What follows belongs to an exercise in optimizing a design on an open flow for small area, a short achievable clock period and few clock cycles per item; a production flow would make more cautious choices.
The RTL was checked by simulation tests, not by an equivalence proof against the original design.
No activity file was given, so power comes from the tool's default toggle rates.

## rsdp_tag
module rsdp_tag (
   input          clk,
   input          rst,
   input          start,
   input          csel,
   input          ssel,
   input  [237:0] b,
   input  [237:0] a,
   input  [135:0] y,
   input  [135:0] x,
   input  [6:0]   e,
   output         ready,
   output         done,
   output [6:0]   u
);
   reg [2:0] vld;
   assign ready = 1'b1;
   assign done  = vld[2];
   tag core (
      .clk(clk), .csel(csel), .ssel(ssel),
      .b(b), .a(a), .y(y), .x(x), .e(e), .u(u)
   );
   always @(posedge clk) begin
      if (rst)
         vld <= 3'd0;
      else
         vld <= {vld[1:0], start};
   end
endmodule
Size: roughly 2,100 cells after synthesis, roughly 300 flip-flops, roughly 770 I/O pins, roughly 0.021 mm² of cells after synthesis.
==> flow/config.mk <==
export PLATFORM = sky130hd
export DESIGN_NAME = rsdp_tag
export DESIGN_NICKNAME = rsdp_tag
export VERILOG_FILES = /design/flow/design.v
export SDC_FILE = /design/flow/constraint.sdc
export NUM_CORES = 4
export LEC_CHECK = 0
export CAP_MARGIN = 20
export CORE_MARGIN = 2
export CORE_UTILIZATION = 35
export GPL_ROUTABILITY_DRIVEN = 0
export SETUP_SLACK_MARGIN = 5
export SLEW_MARGIN = 20
export SYNTH_HIERARCHICAL = 1
export SYNTH_MINIMUM_KEEP_SIZE = 0
==> flow/constraint.sdc <==
create_clock -name core_clock -period 8.0 [get_ports {clk}]
set_input_delay 1.6000 -clock core_clock [delete_from_list [all_inputs] [get_ports {clk}]]
set_output_delay 1.6000 -clock core_clock [all_outputs]
set_load 0.01 [all_outputs]
standard.sh (not shown) runs the stock make flow with config.mk's settings and CLKGATE_MAP_FILE= SYNTH_SCRIPT=/design/flow/synth_recipe.tcl, a recipe that flattens the netlist after the stock synthesis.
==> flow/flow/run.sh <==
#!/bin/bash
# Standard ORFS layout (the standard.sh, unchanged synthesis), except:
# - the port buffers that global placement inserts are buf_1 cells instead of
#   the default delay buffers (every input and output port still gets one);
# - clock tree synthesis uses clkbuf_8 leaf buffers, clusters of up to 16
#   sinks and no dummy loads, which makes a smaller clock tree.
set -euo pipefail
export BUFFER_PORTS_ARGS="-buffer_cell sky130_fd_sc_hd__buf_1"
export CTS_ARGS="-sink_clustering_enable -repair_clock_nets -dont_use_dummy_load -buf_list {sky130_fd_sc_hd__clkbuf_8} -sink_clustering_size 16 -sink_clustering_max_diameter 100"
bash standard.sh > orfs_make.log 2>&1
The first run finished with timing, DRC and antenna clean.
Testbench counts at the start, summed over its fixed seeds: cycles 536, tags 512.
Rerun with:
--- a/flow/flow/run.sh
+++ b/flow/flow/run.sh
@@ -5 +5 @@
-# - clock tree synthesis uses clkbuf_8 leaf buffers, clusters of up to 16
+# - clock tree synthesis uses clkbuf_8 leaf buffers, clusters of up to 24
@@ -9 +9 @@
-export CTS_ARGS="-sink_clustering_enable -repair_clock_nets -dont_use_dummy_load -buf_list {sky130_fd_sc_hd__clkbuf_8} -sink_clustering_size 16 -sink_clustering_max_diameter 100"
+export CTS_ARGS="-sink_clustering_enable -repair_clock_nets -dont_use_dummy_load -buf_list {sky130_fd_sc_hd__clkbuf_8} -sink_clustering_size 24 -sink_clustering_max_diameter 50"
--- a/flow/config.mk
+++ b/flow/config.mk
@@ -12 +12 @@
-export SETUP_SLACK_MARGIN = 5
+export SETUP_SLACK_MARGIN = 4.85
Outcome: The new run finished with timing, DRC and antenna clean. Utilization drops by 2.0 points. Die area stays the same. Synthesized area stays the same. Global-route usage drops by 0.63 points. Sequential cell count is unchanged. Power drops by 8.7%. Setup slack degrades by 97 ps.
Rerun with:
--- a/flow/flow/run.sh
+++ b/flow/flow/run.sh
@@ -5 +5 @@
-# - clock tree synthesis uses clkbuf_8 leaf buffers, clusters of up to 24
+# - clock tree synthesis uses clkbuf_8 leaf buffers, clusters of up to 16
@@ -9 +9 @@
-export CTS_ARGS="-sink_clustering_enable -repair_clock_nets -dont_use_dummy_load -buf_list {sky130_fd_sc_hd__clkbuf_8} -sink_clustering_size 24 -sink_clustering_max_diameter 50"
+export CTS_ARGS="-sink_clustering_enable -repair_clock_nets -dont_use_dummy_load -buf_list {sky130_fd_sc_hd__clkbuf_8} -sink_clustering_size 16 -sink_clustering_max_diameter 100"
--- a/flow/config.mk
+++ b/flow/config.mk
@@ -11,0 +12 @@
+export PLACE_DENSITY = 0.7
The new run passed the timing, DRC and antenna checks.
Sequential power stays flat.
Synthesized cell count does not change.
Die area stays the same.
Combinational power is higher by about 5%.
Via count is lower by 2.1%.
Clock-buffer cell count is lower by 9.
Wire length is higher by about 0.8%.
Rerun with:
--- a/flow/config.mk
+++ b/flow/config.mk
@@ -11,3 +11 @@
-export GPL_ROUTABILITY_DRIVEN = 0
-export PLACE_DENSITY = 0.7
-export SETUP_SLACK_MARGIN = 4.85
+export SETUP_SLACK_MARGIN = 4.4
The changed run ran to the end with no violations.
Critical path depth stays the same.
Total power drops by 8.9%.
Setup slack gets worse by 300 ps.
Wire length stays flat.
Cell area came out lower by 2.2%.
Global-route usage rises by 0.35 points.
Rerun with:
--- a/flow/config.mk
+++ b/flow/config.mk
@@ -9,3 +9,3 @@
-export CORE_MARGIN = 2
-export CORE_UTILIZATION = 35
-export SETUP_SLACK_MARGIN = 4.4
+export CORE_AREA = 2 2 358 148
+export DIE_AREA = 0 0 360 150
+export SETUP_SLACK_MARGIN = 5
Critical path depth came out lower by 3.
Die area decreases by about 11%.
Non-clock buffer count grows by 28.
Total power grows by 27%.
Cell count shrinks by 1.7%.
Sequential power is about the same.
Setup slack improved by 310 ps.
Routed wire length fell by about 0.9%.
Utilization goes up by 9.6 points.
Rerun with:
--- a/flow/config.mk
+++ b/flow/config.mk
@@ -9,3 +9,4 @@
-export CORE_AREA = 2 2 358 148
-export DIE_AREA = 0 0 360 150
-export SETUP_SLACK_MARGIN = 5
+export CORE_MARGIN = 2
+export CORE_UTILIZATION = 39
+export GPL_ROUTABILITY_DRIVEN = 0
+export SETUP_SLACK_MARGIN = 4.85
Result: Cell area fell by a few percent; routed wire length hardly moves; die area rose slightly; clock power fell by a few percent; global-route usage rose by 1.0 points; register-to-register slack gains 140 ps; power fell by about a fifth.

* * *

## before
rsdp_tag, a different RTL version from the one above (not shown whole).
Size in the first run: about 2000 cells after synthesis, ~300 flip-flops, ~770 I/O pins, ~26000 µm² of cells after synthesis.
==> flow/design.v (excerpt) <==
module rsdp_tag (
   input          clk,
   input          rst,
   input          start,
   input          csel,
   input          ssel,
   input  [237:0] b,
   input  [237:0] a,
   input  [135:0] y,
   input  [135:0] x,
   input  [6:0]   e,
   output         ready,
   output         done,
   output [6:0]   u
);
clock: 8.0 ns
lec_check: 0
cap_margin: 20
core_margin: 2
core_utilization: 35
setup_slack_margin: 5
slew_margin: 20
synth_hierarchical: 1
synth_minimum_keep_size: 0
==> flow/flow/run.sh <==
#!/bin/bash
# Standard ORFS layout (the standard.sh, unchanged synthesis), except:
# - the port buffers that global placement inserts are buf_1 cells instead of
#   the default delay buffers (every input and output port still gets one);
# - clock tree synthesis uses clkbuf_8 leaf buffers, clusters of up to 16
#   sinks and no dummy loads, which makes a smaller clock tree.
set -euo pipefail
export BUFFER_PORTS_ARGS="-buffer_cell sky130_fd_sc_hd__buf_1"
export CTS_ARGS="-sink_clustering_enable -repair_clock_nets -dont_use_dummy_load -buf_list {sky130_fd_sc_hd__clkbuf_8} -sink_clustering_size 16 -sink_clustering_max_diameter 100"
bash standard.sh > orfs_make.log 2>&1
Testbench counts of before, summed over its fixed seeds: cycles 536, tags 512.
Changes in after relative to before:
Settings: a deleted SETUP_SLACK_MARGIN that had been 5.
-- flow/flow/run.sh --
<<< before, line 8
>>> after, line 8
export SETUP_SLACK_MARGIN=5.4
## What came out
- Global routing met1 resource utilization in after vs before: up 3.9 points
- Going from before to after, final HPWL from detailed placement decreased by 2.6% relative to the old numbers; relative contribution of the clock network to total power essentially unchanged; number of resized instances in the post-cts repair step grew by 620%; highest achievable clock rate shrank by 0.0039 GHz; number of synthesized flops with an enable pin roughly the same.

* * *

run a:
rsdp_tag again, from the RTL that the note above started with.
Design rsdp_tag, start of the top module:
module rsdp_tag (
   input          clk,
   input          rst,
   input          start,
   input          csel,
   input          ssel,
   input  [237:0] b,
   input  [237:0] a,
   input  [135:0] y,
   input  [135:0] x,
   input  [6:0]   e,
   output         ready,
   output         done,
   output [6:0]   u
);
clock: 8.0 ns
lec_check: 0
cap_margin: 20
core_margin: 2
core_utilization: 35
setup_slack_margin: 5
slew_margin: 20
synth_hierarchical: 1
synth_minimum_keep_size: 0
==> flow/flow/run.sh <==
#!/bin/bash
# Standard ORFS layout (the standard.sh, unchanged synthesis), except:
# - the port buffers that global placement inserts are buf_1 cells instead of
#   the default delay buffers (every input and output port still gets one);
# - clock tree synthesis uses clkbuf_8 leaf buffers, clusters of up to 24
#   sinks and no dummy loads, which makes a smaller clock tree.
set -euo pipefail
export BUFFER_PORTS_ARGS="-buffer_cell sky130_fd_sc_hd__buf_1"
export CTS_ARGS="-sink_clustering_enable -repair_clock_nets -dont_use_dummy_load -buf_list {sky130_fd_sc_hd__clkbuf_8} -sink_clustering_size 24 -sink_clustering_max_diameter 50"
bash standard.sh > orfs_make.log 2>&1
Testbench counts of run a, summed over its fixed seeds: cycles 536, tags 512.
Relative to run a, the following input files were edited for run b:
-- flow/flow/run.sh --
<<< run a, line 5
# - clock tree synthesis uses clkbuf_8 leaf buffers, clusters of up to 24
>>> run b, line 5
# - clock tree synthesis uses clkbuf_8 leaf buffers, clusters of up to 20
<<< run a, line 9
export CTS_ARGS="-sink_clustering_enable -repair_clock_nets -dont_use_dummy_load -buf_list {sky130_fd_sc_hd__clkbuf_8} -sink_clustering_size 24 -sink_clustering_max_diameter 50"
>>> run b, line 9
export CTS_ARGS="-sink_clustering_enable -repair_clock_nets -dont_use_dummy_load -buf_list {sky130_fd_sc_hd__clkbuf_8 sky130_fd_sc_hd__clkbuf_16} -sink_clustering_size 20 -sink_clustering_max_diameter 60"
[summary]
In the reports for run b and run a, the smaller total CTS buffers belongs to run b. Delta (run b minus run a): ratio of cells with drive above 1 in the final layout decreased by 0.25 points relative to the old numbers; fill cell total of the finished layout went down. Run b reports a lower clock latency reported for the late side of the worst-skew pair than run a does. Delta(fraction of power consumed by combinational cells, run b - run a) < 0. Run b vs run a on fraction of power consumed by sequential logic: run b is the lower one. Going from run a to run b, post-CTS setup buffer count shrinks by 3. There was hardly any difference in number of vias in the routed layout between run a and run b. Looking at met2 layer wire length in the routed design, run b sits above run a.

* * *

RTL: one of the versions met above, not the one the previous note started from.
For scale: ~300 flip-flops, roughly 0.021 mm2 of cells after synthesis.
Settings: LEC_CHECK=0, CAP_MARGIN=20, CORE_MARGIN=2, CORE_UTILIZATION=35, SETUP_SLACK_MARGIN=4.85, SLEW_MARGIN=20, SYNTH_HIERARCHICAL=1, SYNTH_MINIMUM_KEEP_SIZE=0; clock period 8.0 ns.
==> flow/flow/run.sh <==
#!/bin/bash
# Standard ORFS layout (the standard.sh, unchanged synthesis), except:
# - the port buffers that global placement inserts are buf_1 cells instead of
#   the default delay buffers (every input and output port still gets one);
# - clock tree synthesis uses clkbuf_8 leaf buffers, clusters of up to 16
#   sinks and no dummy loads, which makes a smaller clock tree.
set -euo pipefail
export BUFFER_PORTS_ARGS="-buffer_cell sky130_fd_sc_hd__buf_1"
export CTS_ARGS="-sink_clustering_enable -repair_clock_nets -dont_use_dummy_load -buf_list {sky130_fd_sc_hd__clkbuf_8} -sink_clustering_size 16 -sink_clustering_max_diameter 100"
bash standard.sh > orfs_make.log 2>&1
Testbench counts at the start, summed over its fixed seeds: cycles 536, tags 512.
Edit:
PLACE_DENSITY = 0.75   (was unset)
SETUP_SLACK_MARGIN = 4.7   (was 4.85)
Outcome: The changed run finished with timing, DRC and antenna clean. Synthesized cell count is unchanged. Sequential share of layout area increases by 1.1 points. First-iteration DRC count increases by 15%. Power decreases by 9.5%. Clock skew increases by 0.027 ns.
Edit:
GPL_ROUTABILITY_DRIVEN = 0   (was unset)
PLACE_DENSITY = unset   (was 0.75)
Result: Global-route usage hardly moves; worst hold slack improved by 0.0042 ns; utilization goes up by 0.72 points; first-iteration DRC count goes down by 8.0%.
Edit:
GPL_ROUTABILITY_DRIVEN = unset   (was 0)
SETUP_SLACK_MARGIN = 5   (was 4.7)
The new run produced a clean layout.
Wire length rises by roughly a tenth.
First-iteration DRC count came out higher by a few percent.
Cell count increases slightly.
Synthesized area is unchanged.
Edit:
SETUP_SLACK_MARGIN = 4.7   (was 5)
The changed run went through all stages and came out clean.
Setup slack loses 0.17 ns.
Via count came out lower by a few percent.
Combinational power came out lower by about a fifth.
Area after synthesis is unchanged.
Critical path depth came out higher by 3.
Edit:
PLACE_DENSITY = 0.75   (was unset)
SETUP_SLACK_MARGIN = 5   (was 4.7)
=>
- The new run ran to the end with no violations
- final area climbs by roughly a tenth
- final cell count climbs slightly
- global-route usage is about the same
- first-iteration DRC count climbs by about a fifth
- routed wire length climbs by roughly a tenth
- count of clock-buffer cells in the layout does not change
- clock power climbs by a few percent
- via count climbs by a few percent

* * *

run 1:
Starting RTL as in the previous note.
export LEC_CHECK = 0
export CAP_MARGIN = 20
export CORE_MARGIN = 2
export CORE_UTILIZATION = 35
export GPL_ROUTABILITY_DRIVEN = 0
export SETUP_SLACK_MARGIN = 4.95
export SLEW_MARGIN = 20
export SYNTH_HIERARCHICAL = 1
export SYNTH_MINIMUM_KEEP_SIZE = 0
create_clock -name core_clock -period 8.0 [get_ports {clk}]
Scripts as last shown in full above: flow/flow/run.sh
Having completed the whole flow, run 1 delivered a layout that passed the timing, DRC and antenna checks.
Testbench counts of run 1, summed over its fixed seeds: cycles 536, tags 512.
diff inputs: run 1 => run 2
Settings: SLEW_MARGIN changed from 20 to 0; CAP_MARGIN changed from 20 to 0; SETUP_SLACK_MARGIN changed from 4.95 to 4.7; GPL_ROUTABILITY_DRIVEN removed (was 0).
### Flow results
Run 1 has higher final worst slack than run 2. Run 2 has growth of design area from synthesis to finish below what run 1 had. Comparing run 1 and run 2, the higher post-placement worst setup slack is on run 1. For the ratio of final minimum period to clock period, run 2 came in 1.5 points higher than run 1 did. Run 1 tops out at a higher clock frequency than run 2. Critical path depth: run 2 vs run 1 up 1. Comparing the two runs side by side, run 2 comes out behind run 1 on wire length of the first global-routing pass. Run 2 -> run 1: count of non-filler cells in the finished layout flat. [compare] base=run 1 new=run 2: share of total power in combinational logic fell by 3.0 points; overall power consumption fell by 14%; count of buffering cells on the critical path with inverters included rose by 2.
Setup changes, run 2 to run 3
Settings: putting GPL_ROUTABILITY_DRIVEN at 0 where nothing was set; swapping 0 for 20 in CAP_MARGIN; swapping 0 for 20 in SLEW_MARGIN; swapping 4.7 for 4.85 in SETUP_SLACK_MARGIN.
Results
- Run 3 finished all stages; the layout is clean.
- From run 2 to run 3 the numbers moved as follows: global-route usage has decreased; number of cells on the critical path grew by 1; wire length decreased 2.9%; proportion of power drawn by the clock network shows a reduction of 0.2 points.
- met2 usage ends up higher on run 2.
- Source-to-sink clock delay at the later pin of the worst-skew pair: higher on run 3
- Between run 2 and run 3, part of the cycle the worst path needs decreased.

==> afterwards: timing with drivers on the ports <==
How much do the figures lean on ideal ports? The routed layouts below were timed once more, with nothing changed but the port constraints. Step 1: set_driving_cell puts a clkbuf_16 on clk and a buf_2 on each other input, an assumption about the parent block. Step 2, shift: input delay + t, output delay - t, t = (earliest + latest rising clock arrival at the registers) / 2. This alone moves slack from input paths to output paths. Three values: no drivers, after step 1, after step 2; two values: the first two.
run	shift t [ns]	setup WS [ns]	worst hold slack (ns)	worst slew at a driven data input, ns
the first run of note 1	0.637	4.911 / 4.903 / 4.267	0.450 / 0.450 / 0.450	0.17
the second run of note 1	0.676	4.813 / 4.828 / 4.152	0.433 / 0.433 / 0.433	0.13
the third run of note 1	0.635	4.742 / 4.773 / 4.139	0.451 / 0.451 / 0.451	0.15
the fourth run of note 1	0.621	4.440 / 4.473 / 3.852	0.457 / 0.457 / 0.457	0.14
the fifth run of note 1	0.619	4.747 / 4.747 / 4.377	0.443 / 0.443 / 0.443	0.09
the sixth run of note 1	0.623	4.748 / 4.751 / 4.128	0.450 / 0.450 / 0.450	0.16
before	0.640	4.910 / 4.910 / 4.359	0.459 / 0.459 / 0.459	0.12
after	0.645	4.873 / 4.873 / 4.360	0.456 / 0.456 / 0.456	0.17
run a	0.623	4.887 / 4.887 / 4.394	0.445 / 0.445 / 0.445	0.11
run b	0.573	4.880 / 4.880 / 4.451	0.445 / 0.445 / 0.445	0.11
the first run of note 4	0.623	4.797 / 4.816 / 4.193	0.457 / 0.457 / 0.457	0.15
the second run of note 4	0.637	4.679 / 4.708 / 4.071	0.446 / 0.446 / 0.446	0.17
the third run of note 4	0.627	4.757 / 4.781 / 4.154	0.450 / 0.450 / 0.450	0.16
the fourth run of note 4	0.629	4.922 / 4.892 / 4.263	0.456 / 0.456 / 0.456	0.14
the fifth run of note 4	0.623	4.751 / 4.786 / 4.163	0.456 / 0.456 / 0.456	0.15
the sixth run of note 4	0.647	4.855 / 4.822 / 4.175	0.444 / 0.444 / 0.444	0.20
run 1	0.633	4.869 / 4.889 / 4.256	0.450 / 0.450 / 0.450	0.15
run 2	0.623	4.751 / 4.786 / 4.163	0.456 / 0.456 / 0.456	0.15
run 3	0.639	4.848 / 4.852 / 4.213	0.450 / 0.450 / 0.450	0.12
After both steps setup and hold are still met in every run listed. The setup slack of the sixth run of note 4, which loses most, moves by -0.033 ns with the drivers and by -0.680 ns with both steps.
